Context: an optimization exercise on an open-source flow, tuned for a short achievable clock period and few clock cycles. The choices shown serve that exercise and are no tape-out recipe. Function was checked by simulation only, so behaviour that the tests miss may differ from the original. Power figures rest on the tool's default switching activity, not on a simulated workload.

<file path="flow/constraint.sdc">
create_clock -name core_clock -period 12.0 [get_ports {clk}]
set_input_delay 2.4000 -clock core_clock [delete_from_list [all_inputs] [get_ports {clk}]]
set_output_delay 2.4000 -clock core_clock [all_outputs]
set_load 0.01 [all_outputs]
</file>
<file path="flow/config.mk">
export PLATFORM = sky130hd
export DESIGN_NAME = riscv_single_cycle
export DESIGN_NICKNAME = riscv_single_cycle
export VERILOG_FILES = /design/flow/design.v
export SDC_FILE = /design/flow/constraint.sdc
export NUM_CORES = 4
export LEC_CHECK = 0
export ABC_CLOCK_PERIOD_IN_PS = 3000
export CAP_MARGIN = 20
export CORE_MARGIN = 2
export CORE_UTILIZATION = 40
export SLEW_MARGIN = 20
export TNS_END_PERCENT = 5
</file>
<file path="flow/design.v">
module riscv_single_cycle (
    input         clk,
    input         reset,
    input  [31:0] instr,
    output [31:0] pc,
    output        rf_we,
    output [4:0]  rf_rd,
    output [31:0] rf_wdata,
    output        dm_we,
    output [5:0]  dm_addr,
    output [31:0] dm_wdata
);
    reg  [9:0]  pc_q;
    reg  [31:0] regs [0:31];
    reg  [31:0] mem  [0:63];
    reg         clr;          
    reg         e_wr;         
    reg         e_ld;         
    reg         e_st;         
    reg         e_br;         
    reg  [4:0]  e_rd;
    reg  [31:0] e_a;          
    reg  [31:0] e_b;          
    reg  [31:0] e_s;          
    reg  [5:0]  e_addr;       
    reg  [9:0]  e_pc1;        
    reg         e_fa, e_fb, e_fs;  
    reg         e_add, e_sub, e_or;  
    reg         o_rf_we;
    reg  [4:0]  o_rf_rd;
    reg  [31:0] o_rf_wdata;
    reg         o_dm_we;
    reg  [5:0]  o_dm_addr;
    reg  [31:0] o_dm_wdata;
    wire [31:0] a = e_fa ? o_rf_wdata : e_a;
    wire [31:0] b = e_fb ? o_rf_wdata : e_b;
    wire [31:0] s = e_fs ? o_rf_wdata : e_s;
    wire [31:0] sum   = a + (e_sub ? ~b : b) + {31'd0, e_sub};
    wire [31:0] alu   = (e_add | e_sub) ? sum : e_or ? (a | b) : (a & b);
    wire [31:0] ldata = mem[e_addr];
    wire [31:0] wdata = e_ld ? ldata : alu;
    wire        miss  = e_br && (a != s);    
    wire [6:0] op  = instr[6:0];
    wire [4:0] rd  = instr[11:7];
    wire [2:0] f3  = instr[14:12];
    wire [4:0] rs1 = instr[19:15];
    wire [4:0] rs2 = instr[24:20];
    wire       f7  = instr[30];
    wire is_ld = (op == 7'b0000011);
    wire is_st = (op == 7'b0100011);
    wire is_br = (op == 7'b1100011);
    wire is_i  = (op == 7'b0010011);
    wire is_r  = !(is_ld | is_st | is_br | is_i);
    wire f_base = !f7 && (f3 == 3'b000);
    wire [31:0] imm_i = {{20{instr[31]}}, instr[31:20]};
    wire [31:0] imm_l = {{22{instr[29]}}, instr[29:20]};
    wire [31:0] imm_s = {{20{instr[31]}}, instr[31:25], instr[11:7]};
    wire [9:0]  imm_b = {instr[29:25], instr[11:8], 1'b0};
    wire [31:0] r1 = clr ? 32'd0 : regs[rs1];
    wire [31:0] r2 = clr ? 32'd0 : regs[rs2];
    wire dep1 = e_wr && (e_rd == rs1);
    wire dep2 = e_wr && (e_rd == rs2);
    wire br_take = is_br && f_base;
    wire stall   = (is_ld | is_st) && dep1;
    wire [5:0] f_imm6 = is_ld ? imm_l[5:0] : imm_s[5:0];
    wire [5:0] f_addr = f_base ? (r1[5:0] + f_imm6) : (r1[5:0] & f_imm6);
    wire [9:0] pc_seq  = pc_q + 10'd1;
    wire [9:0] pc_next = miss ? e_pc1 : stall ? pc_q : br_take ? (pc_q + imm_b) : pc_seq;
    wire use_imm = is_i;
    wire fn_add  = f3 == 3'b000 && !f7;
    wire fn_sub  = f3 == 3'b000 && f7;
    wire fn_or   = f3 == 3'b110 && !f7;
    wire go = !miss && !stall;
    integer k;
    always @(posedge clk) begin
        clr <= reset;
        if (reset) begin
            pc_q <= 10'd0;
            e_wr <= 1'b0; e_ld <= 1'b0; e_st <= 1'b0; e_br <= 1'b0;
            o_rf_we <= 1'b0; o_dm_we <= 1'b0;
        end else begin
            pc_q <= pc_next;
            e_wr  <= go && !is_br && !is_st;
            e_ld  <= go && is_ld;
            e_st  <= go && is_st;
            e_br  <= go && br_take && (rs1 != rs2);
            o_rf_we <= e_wr;
            o_dm_we <= e_st;
        end
        if (clr) begin
            for (k = 0; k < 32; k = k + 1) regs[k] <= 32'd0;
            for (k = 0; k < 64; k = k + 1) mem[k] <= 32'd0;
        end else begin
            if (e_wr) regs[e_rd] <= wdata;
            if (e_st) mem[e_addr] <= s;
        end
        e_rd   <= rd;
        e_a    <= r1;
        e_b    <= use_imm ? imm_i : r2;
        e_s    <= r2;
        e_addr <= f_addr;
        e_pc1  <= pc_seq;
        e_fa   <= dep1;
        e_fb   <= dep2 && !use_imm;
        e_fs   <= dep2;
        e_add  <= fn_add;
        e_sub  <= fn_sub;
        e_or   <= fn_or;
        o_rf_rd    <= e_rd;
        o_rf_wdata <= wdata;
        o_dm_addr  <= e_addr;
        o_dm_wdata <= s;
    end
    assign pc       = {22'd0, pc_q};
    assign rf_we    = o_rf_we;
    assign rf_rd    = o_rf_rd;
    assign rf_wdata = o_rf_wdata;
    assign dm_we    = o_dm_we;
    assign dm_addr  = o_dm_addr;
    assign dm_wdata = o_dm_wdata;
endmodule
</file>
<file path="flow/flow/margin.txt">
8
</file>
<file path="flow/flow/run.sh">
#!/bin/bash
# Standard ORFS layout, with timing repair aimed well below the 12 ns
# constraint: the SDC is unchanged, only repair_timing's setup margin is raised.
set -euo pipefail
MARGIN=$(cat flow/margin.txt)
bash standard.sh SETUP_SLACK_MARGIN=$MARGIN finish > flow_standard.log 2>&1
</file>
<file path="flow/standard.sh">
#!/bin/bash
# synth_recipe.tcl (not shown) runs the flow's synth.tcl, then flattens the netlist and writes it again
# the make line also repeats each setting of config.mk as NAME=value (left out here)
make -C /OpenROAD-flow-scripts/flow DESIGN_CONFIG=/design/flow/config.mk WORK_HOME=/design/flow/orfs CLKGATE_MAP_FILE= SYNTH_SCRIPT=/design/flow/synth_recipe.tcl "${@:-finish}"
</file>
==> flow_summary.yaml, run 1 <==
power_and_ir_drop:
  leakagePower_nw: 59.2
  ir_worst_vdd_mv: 0.133
  cellPowerDensity_mw_per_mm2: 156
route:
  wl_met3_mm: 89.3
  topRoutingLayerUsed: "met5"
  antenna_left: 0
  drt-vias-per-instance: 6.52
  vias: 108000
  drtIter0Drc: 19100
  met1Wirelength_mm: 201
  route.detailed.drc: 0
  dr.pass1.iters: 7
  avgRoutedWirePerCell_um: 36.7
  wl_met2_mm: 271
  wl_mm: 610
cts:
  cts_root_buf: "clkbuf_16"
  htree_levels: 5
  clkSlewWorstSetupHoldPaths_ns: 0.06
  numCtsBuffers: 351
  clock-sinks: 3287
  cts_tree: "built"
  clk_latency_ns: 1.01
  cts_buffer_depth: 4
timing:
  fin_setup_tns_ns: 0
  relSlewSlack: 0.0499
  fin_ws_ns: 7.27
  grt_setup_unrepaired: "true"
  period_share: 0.394
  hold_ws_ns: 0.443
  clock.fmax_ghz: 0.212
  fin_worst_skew_ns: 0.105
  setup_viol: 0
  hold_violations: 0
  finalCriticalPeriod_ns: 4.73
  final_max_slew_viol_count: 0
  worstMarginPinSlew_ns: 1.43
synthesis:
  yosys.area_share.adder: 0.00522
  synth-simple-area-share: 0.108
  ys_seq_area_frac: 0.638
  synth_area_mm2: 0.151
  synth_cells: 11300
  synthXorXnorAreaFrac: 0.00937
  synth_compound_area_frac: 0.0616
  ys_ff_latch: 3287
  async_reset_ff_frac: 0
  synth_edf_count: 3072
  synthMuxAreaShare: 0.142
  yosysWarningCount: 1
  ys.flop_type: "edfxtp_1"
  synth_top_family_by_area: "multiplexers"
  avgSynthCellArea_um2: 13.4
  synth.distinct_cells: 104
place:
  dp_hpwl_mm: 338
  pre_cts_slack_ns: 4.92
  port-buffer-count: 120
  place_congestion: 0.905
die:
  dieArea_mm2: 0.383
  core_mm2: 0.376
  num_rows: 225
  ioPinCount: 143
  die_w_um: 619
  die_h_um: 619
  start_util: 0.402
finish:
  drive_above_1_share: 0.221
  nFillCells: 32900
  final_util: 0.467
  layout_commonest_cell: "nor2_1"
  area_growth_syn_to_layout_pct: 16.1
  mostFrequentLayoutCells: "nor2_1, edfxtp_1, mux4_2, buf_4, clkbuf_16"
  nets: 11400
setup_path:
  path_max_fanout: 33
  reg2reg_to: "regs[21][12]"
  start_kind: "flip-flop"
  r2r_slack_ns: 7.27
  cp.required_ns: 12.63
  setup.worst_path.start: "e_addr[3]"
  cp-end-kind: "flip-flop"
  worst-r2r-cell-count: 11
  r2r_start: "e_addr[3]"
  critPathKind: "reg2reg"
  arrival_ns: 5.36
global_route:
  grtUsageTotal: 0.308
  overflow: 0
  grt_max_degree: 106
  first_global_vias: 104000
  grt_pass1_wl_mm: 827
  antenna_found_initial: 37
status:
  status: "no timing/DRC/antenna violations"
run:
  maxCapViolations: 0
worst_hold_path:
  min_path_type: "reg2reg"
  hold-path-cell-count: 2
  min_to: "pc_q[2]"
  hold_start: "e_pc1[2]"
[per-stage QoR]
step / cells / power [mW] / area (µm²)
final: 16600 / 27.4 / 176000
after global routing: 16600 / 27.8 / 176000
after CTS: 16500 / 27.2 / 174000
after detailed placement: 15700 / 16.3 / 158000
after global placement: 15700 / 16.3 / 158000
after floorplan: 11300 / 15.0 / 152000
[registers in the layout, summed over array words and instances (netlist names), 5 cells and up]
signal and cells:
mem 2048, regs 1024, e_a 32, e_b 32, e_s 32, o_dm_wdata 32, o_rf_wdata 32, e_pc1 10
pc_q 10, e_addr 6, o_dm_addr 6, e_rd 5, o_rf_rd 5
[report_power, final]
part	total, mW	switching [mW]	internal, mW
Sequential	13.2	0.242	12.9
Combinational	3.51	2.36	1.15
Clock	10.7	4.74	5.99
[worst max path at each step]
stage,to,slack (ns),cells past startpoint
3_5_place_dp,e_addr[4],4.92,13
6_report,regs[21][12],7.27,11
4_1_cts,e_addr[4],7.45,13
5_1_grt,e_addr[4],7.42,13
3_3_place_gp,e_addr[4],4.79,13
2_1_floorplan,e_addr[5],6.87,14
[critical path: stages (launching register included)]
cell and delay [ns]:
dfxtp_1 0.32, buf_4 0.53, clkinv_4 0.38, nand2_1 0.22, or2_2 0.46, buf_4 0.37, a41oi_1 0.19, a21oi_2 0.49
o2111ai_1 0.42, o21ai_2 0.38, buf_4 0.44, nor2_1 0.11
[logic make-up after synthesis]
family | after synthesis
flip-flops | 3287
XOR/XNOR | 161
adder cells (fa/ha/maj) | 65
other | 1
buffers and inverters | 1253
AND/OR/NAND/NOR | 4032
AO/OA/AOI/OAI | 1295
multiplexers | 1226
[cells in the mapped netlist (18+ instances only)]
master,number,share of area
a21o_1,29,0.0014
a21oi_1,251,0.0083
a221o_1,21,0.0014
a221oi_1,264,0.015
a22o_1,50,0.0029
a22oi_1,248,0.012
a31oi_1,45,0.0019
and3_1,21,0.00087
buf_1,124,0.0031
buf_2,231,0.0076
buf_4,42,0.0021
clkbuf_1,743,0.018
dfxtp_1,215,0.028
edfxtp_1,3072,0.61
ha_1,43,0.0036
inv_1,89,0.0022
maj3_1,18,0.0012
mux2_2,208,0.015
mux2i_1,296,0.020
mux4_2,718,0.11
nand2_1,290,0.0072
nand2b_1,131,0.0054
nand3_1,41,0.0014
nand4_1,38,0.0016
nor2_1,3268,0.081
nor2b_1,20,0.00083
nor3_1,105,0.0035
nor3_2,30,0.0020
nor4_1,25,0.0010
o21ai_0,138,0.0046
o221ai_1,21,0.0012
o22ai_1,74,0.0031
xnor2_1,101,0.0058
xor2_1,59,0.0034
[layer usage]
layer,global-route usage,up-vias
met5,0.00177,-
met1,0.380,55100
met2,0.473,9121
li1,-,42000
met3,0.0954,1978
met4,0.193,24
[timing repair]
item	4_1_cts	5_1_grt
gates cloned	60	15
pin swaps	59	14
buffers inserted	157	30
setup endpoints to repair	2578	1511
hold buffers	0	0
resized for setup	452	102
[layout make-up]
type / instances / area (µm²) / share of cell area
clock inverter: 176 / 1510 / 0.00860
timing repair buffer: 751 / 9070 / 0.0517
sequential: 3287 / 96600 / 0.550
tap: 4994 / 6250 / 0.0356
antenna: 15 / 37.5 / 0.000214
inverter: 97 / 389 / 0.00222
multi-input combinational: 6815 / 52100 / 0.297
clock buffer: 463 / 9540 / 0.0544
Testbench counts, summed over its fixed seeds: cycles 20,532.
==> run 2, diff against run 1 <==
==> flow/flow/run.sh (replaced) <==
#!/bin/bash
# Standard ORFS layout (the standard.sh), with these changes to how it is
# made; the SDC is unchanged:
#  - synthesis is synth_recipe.tcl with ABC run on flow/abc_fast.script:
#    ORFS's abc_speed.script without area recovery in &nf (-p instead) and
#    without the final dnsize; registers are untouched;
#  - timing repair aims well below the 12 ns constraint (a larger setup
#    margin than config.mk may set);
#  - ports are buffered with buf_4 instead of the smallest buffer.
# make's full output goes to flow_standard.log; each ORFS step also keeps its
# own log under orfs/logs/.
set -euo pipefail
MARGIN=$(cat flow/margin.txt)
bash standard.sh SETUP_SLACK_MARGIN=$MARGIN \
  "BUFFER_PORTS_ARGS=-buffer_cell sky130_fd_sc_hd__buf_4" \
  SYNTH_SCRIPT=$PWD/flow/own_synth.tcl OWN_ABC_SCRIPT=$PWD/flow/abc_fast.script \
  finish > flow_standard.log 2>&1
==> flow/flow/abc_fast.script (new file) <==
&get -n
&st
&dch
&nf -p
&st
&syn2
&if -g -K 6
&synch2
&nf -p
&st
&syn2
&if -g -K 6
&synch2
&nf -p
&st
&syn2
&if -g -K 6
&synch2
&nf -p
&st
&syn2
&if -g -K 6
&synch2
&nf -p
&st
&syn2
&if -g -K 6
&synch2
&nf -p
&put
buffer -c
topo
stime -c
upsize -c
==> flow/flow/own_synth.tcl (new file) <==
proc synth {args} { yosys synth -nofsm -noshare {*}$args }
# Use our own ABC script in place of ORFS's abc_speed.script.
proc abc {args} {
  set i [lsearch -exact $args -script]
  if {$i >= 0} { lset args [expr {$i + 1}] $::env(OWN_ABC_SCRIPT) }
  yosys abc {*}$args
}
source $::env(SCRIPTS_DIR)/synth.tcl
# left out here: clear keep_hierarchy, flatten, clean up, hide names made inside functions, write 1_2_yosys.v
==> flow_summary.yaml, run 2 <==
die:
  dieArea_mm2: 0.419
  core_mm2: 0.413
  die_w_um: 647
  die_h_um: 647
  start_util: 0.401
  num_rows: 236
  ioPinCount: 143
cts:
  ctsHoldBuffers: 0
  cts_buffer_depth: 4
  htree_levels: 5
  cts_tree: "built"
  clkSlewWorstSetupHoldPaths_ns: 0.06
  numCtsBuffers: 351
  cts_root_buf: "clkbuf_16"
  clk_latency_ns: 1.01
  clock-sinks: 3287
timing:
  final_max_slew_viol_count: 0
  fin_setup_tns_ns: 0
  clock.fmax_ghz: 0.217
  setup_viol: 0
  hold_violations: 0
  worstMarginPinSlew_ns: 1.25
  finalCriticalPeriod_ns: 4.61
  hold_ws_ns: 0.440
  period_share: 0.385
  fin_worst_skew_ns: 0.0945
  grt_setup_unrepaired: "true"
  relSlewSlack: 0.165
synthesis:
  synth.cells.most_frequent: "nor2_1, edfxtp_1, clkbuf_8"
  synth_cells: 11300
  synth_area_mm2: 0.165
  synth.distinct_cells: 133
  ys.flop_type: "edfxtp_1"
  yosysWarningCount: 1
  avgSynthCellArea_um2: 14.6
  yosysTopAreaCell: "edfxtp_1"
  synth_most_common_cell: "nor2_1"
  yosys.area.top_type_share: 0.557
  synth_edf_count: 3072
  async_reset_ff_frac: 0
  ys_ff_latch: 3287
  yosys-top-cells-area: "edfxtp_1, mux4_1, clkbuf_8, nor2_1, dfxtp_1"
  ys_seq_area_frac: 0.584
global_route:
  overflow: 0
  antenna_found_initial: 29
  first_global_vias: 104000
  grt_max_degree: 129
  grt_pass1_wl_mm: 833
  grtUsageTotal: 0.284
route:
  route.detailed.drc: 0
  dr.pass1.iters: 9
  vias: 109000
  topRoutingLayerUsed: "met5"
  wl_met3_mm: 88.3
  wl_met2_mm: 280
  avgRoutedWirePerCell_um: 36.6
  drtIter0Drc: 18300
  met1Wirelength_mm: 210
  antenna_left: 0
  drt-vias-per-instance: 6.39
  wl_mm: 625
place:
  placed_cell_area_mm2: 0.161
  place_congestion: 0.940
  port-buffer-count: 120
  dp_hpwl_mm: 338
setup_path:
  r2r_slack_ns: 7.39
  crit_end: "regs[26][16]"
  worst-path-stages: 15
  reg2reg_to: "regs[26][16]"
  worst-path-buf-inv: 6
  critPathKind: "reg2reg"
  slowest_delay_ns: 0.56
  cpMostUsedCell: "buf_4"
  worst-r2r-cell-count: 15
  r2r_start: "e_addr[2]"
  start_kind: "flip-flop"
  crit_family: "compound AO/OA/AOI/OAI gates"
  cpMaxStageDelayCell: "a21oi_2"
  cp-end-kind: "flip-flop"
  arrival_ns: 5.30
  path_cells: "buf_6 -> buf_16 -> buf_16 -> buf_4 -> and2b_2 -> buf_4 -> a21oi_1 -> o22ai_1 -> a21oi_1 -> nor2_1 -> a21oi_2 -> o21ai_0 -> o21ai_2 -> buf_4 -> nor2_1"
  setup.worst_path.start: "e_addr[2]"
  cp.required_ns: 12.68
  path_max_fanout: 33
finish:
  nFillCells: 36300
  largestRegisters: "mem (2048), regs (1024)"
  mostFrequentLayoutCells: "nor2_1, edfxtp_1, mux4_1, buf_4, clkbuf_16"
  top_register: "mem"
  area_growth_syn_to_layout_pct: 9.13
  nets: 11400
  layout_commonest_cell: "nor2_1"
  drive_above_1_share: 0.215
  fin_area_mm2: 0.181
  largest_reg_flops: 2048
  final_util: 0.438
worst_hold_path:
  min_path_type: "reg2reg"
power_and_ir_drop:
  cellPowerDensity_mw_per_mm2: 153
  p_total_mw: 27.7
  leakagePower_nw: 62.9
  ir_worst_vdd_mv: 0.127
status:
  status: "no timing/DRC/antenna violations"
run:
  maxCapViolations: 0
==> run 2: cell types whose count changed in the layout (fill, tap and decap cells not counted), sizes merged, moves of 8 or more <==
| cell | change |
|---|---|
| bufbuf | -11 |
| a22o | -9 |
| bufinv | +8 |
| a22oi | +17 |
| nand2b | -130 |
| buf | +118 |
| nor2b | -15 |
| a31oi | -9 |
| or2b | +129 |
| a41oi | +9 |
| and2b | +16 |
| a21oi | +10 |
| clkdlybuf4s50 | -100 |
==> run 2: cell families (layout without fill, tap and decap cells) <==
| group | Yosys count | count (layout) | share of synthesized area |
|---|---|---|---|
| buffers and inverters | 1252 | 1513 | 0.0954 |
| adders and majority gates | 65 | 65 | 0.00477 |
| muxes | 1225 | 1225 | 0.146 |
| and+or+nand+nor | 4011 | 4015 | 0.103 |
| xor gates and xnor gates | 162 | 162 | 0.00871 |
| other | 1 | 39 | 0.0000227 |
| DFF | 3287 | 3287 | 0.584 |
| AOI/OAI and AO/OA | 1304 | 1314 | 0.0582 |
==> run 2: final cells by class <==
cell class / instances / area (µm²) / share of cell area
antenna: 17 / 42.5 / 0.000236
clock inverter: 204 / 1880 / 0.0104
multi-input combinational: 6803 / 56100 / 0.310
tap: 5474 / 6850 / 0.0379
clock buffer: 442 / 9360 / 0.0518
inverter: 94 / 385 / 0.00213
timing repair buffer: 773 / 9400 / 0.0521
sequential: 3287 / 96600 / 0.535
==> run 2: worst reg2reg max path, stage by stage, from the launching register on <==
cell     delay [ns]
dfxtp_4        0.38
buf_6          0.14
buf_16         0.15
buf_16         0.17
buf_4          0.18
and2b_2        0.21
buf_4          0.36
a21oi_1        0.31
o22ai_1        0.10
a21oi_1        0.40
nor2_1         0.10
a21oi_2        0.56
o21ai_0        0.52
o21ai_2        0.27
buf_4          0.39
nor2_1         0.11
==> run 2: repair_timing <==
item                       4_1_cts  5_1_grt
pin swaps                       47      123
gates cloned                    53       44
setup endpoints to repair     3527     2492
resized for setup              362      364
buffers inserted               116       82
==> run 2: per-stage QoR <==
step | worst slack (ns) | std cells
after global routing | 7.49 | 17100
after floorplan | 6.91 | 11300
final | 7.39 | 17100
after global placement | 5.17 | 16100
after CTS | 7.48 | 16900
after detailed placement | 5.13 | 16100
==> run 2: worst min path at each step <==
stage / endpoint / start / depth (start not counted)
6_report: pc_q[2] / e_pc1[2] / 2
5_1_grt: pc_q[4] / e_pc1[4] / 2
2_1_floorplan: o_dm_addr[3] / e_addr[3] / 0
3_5_place_dp: pc_q[6] / e_pc1[6] / 2
4_1_cts: pc_q[2] / e_pc1[2] / 2
3_3_place_gp: pc_q[6] / e_pc1[6] / 2
==> run 2: report_power, final <==
group | internal, mW | switching [mW]
Clock | 6.11 | 4.78
Sequential | 12.9 | 0.229
Combinational | 1.19 | 2.45
Total | 20.2 | 7.45
==> run 2: layer usage <==
layer,vias to the layer above,global-route usage
met5,-,0
met4,28,0.184
met3,1930,0.0878
met2,9097,0.439
met1,55500,0.343
li1,42700,-

re-timing with driven ports:
In the flow no input, the clock included, has a driving cell. The finished layouts below were timed again as built, in two steps. Step 1 assumes that a clkbuf_16 drives the clock port and a buf_2 every other input. Step 2 adds t to the input delays and takes it off the output delays; t is the mean of the earliest and latest rising clock arrival at the registers after step 1. Input paths then give back, and output paths get back, about the clock's delay inside the block. Three values: ideal, step 1, step 2; two values: the first two.
| run | t (ns) | setup slack, ns | hold WS [ns] | latest minus earliest clock arrival (ns) | pins driven straight from the clock port |
|---|---|---|---|---|---|
| run 1 | 1.049 | 7.274 / 7.274 / 6.285 | 0.443 / 0.443 / 0.443 | 0.143 / 0.144 | 1 |
| run 2 | 1.056 | 7.385 / 7.319 / 6.262 | 0.440 / 0.440 / 0.440 | 0.097 / 0.097 | 1 |
After both steps every run listed still meets setup and hold. For run 2, which loses most, drivers alone change the setup slack by -0.066 ns; drivers and shift together by -1.123 ns.
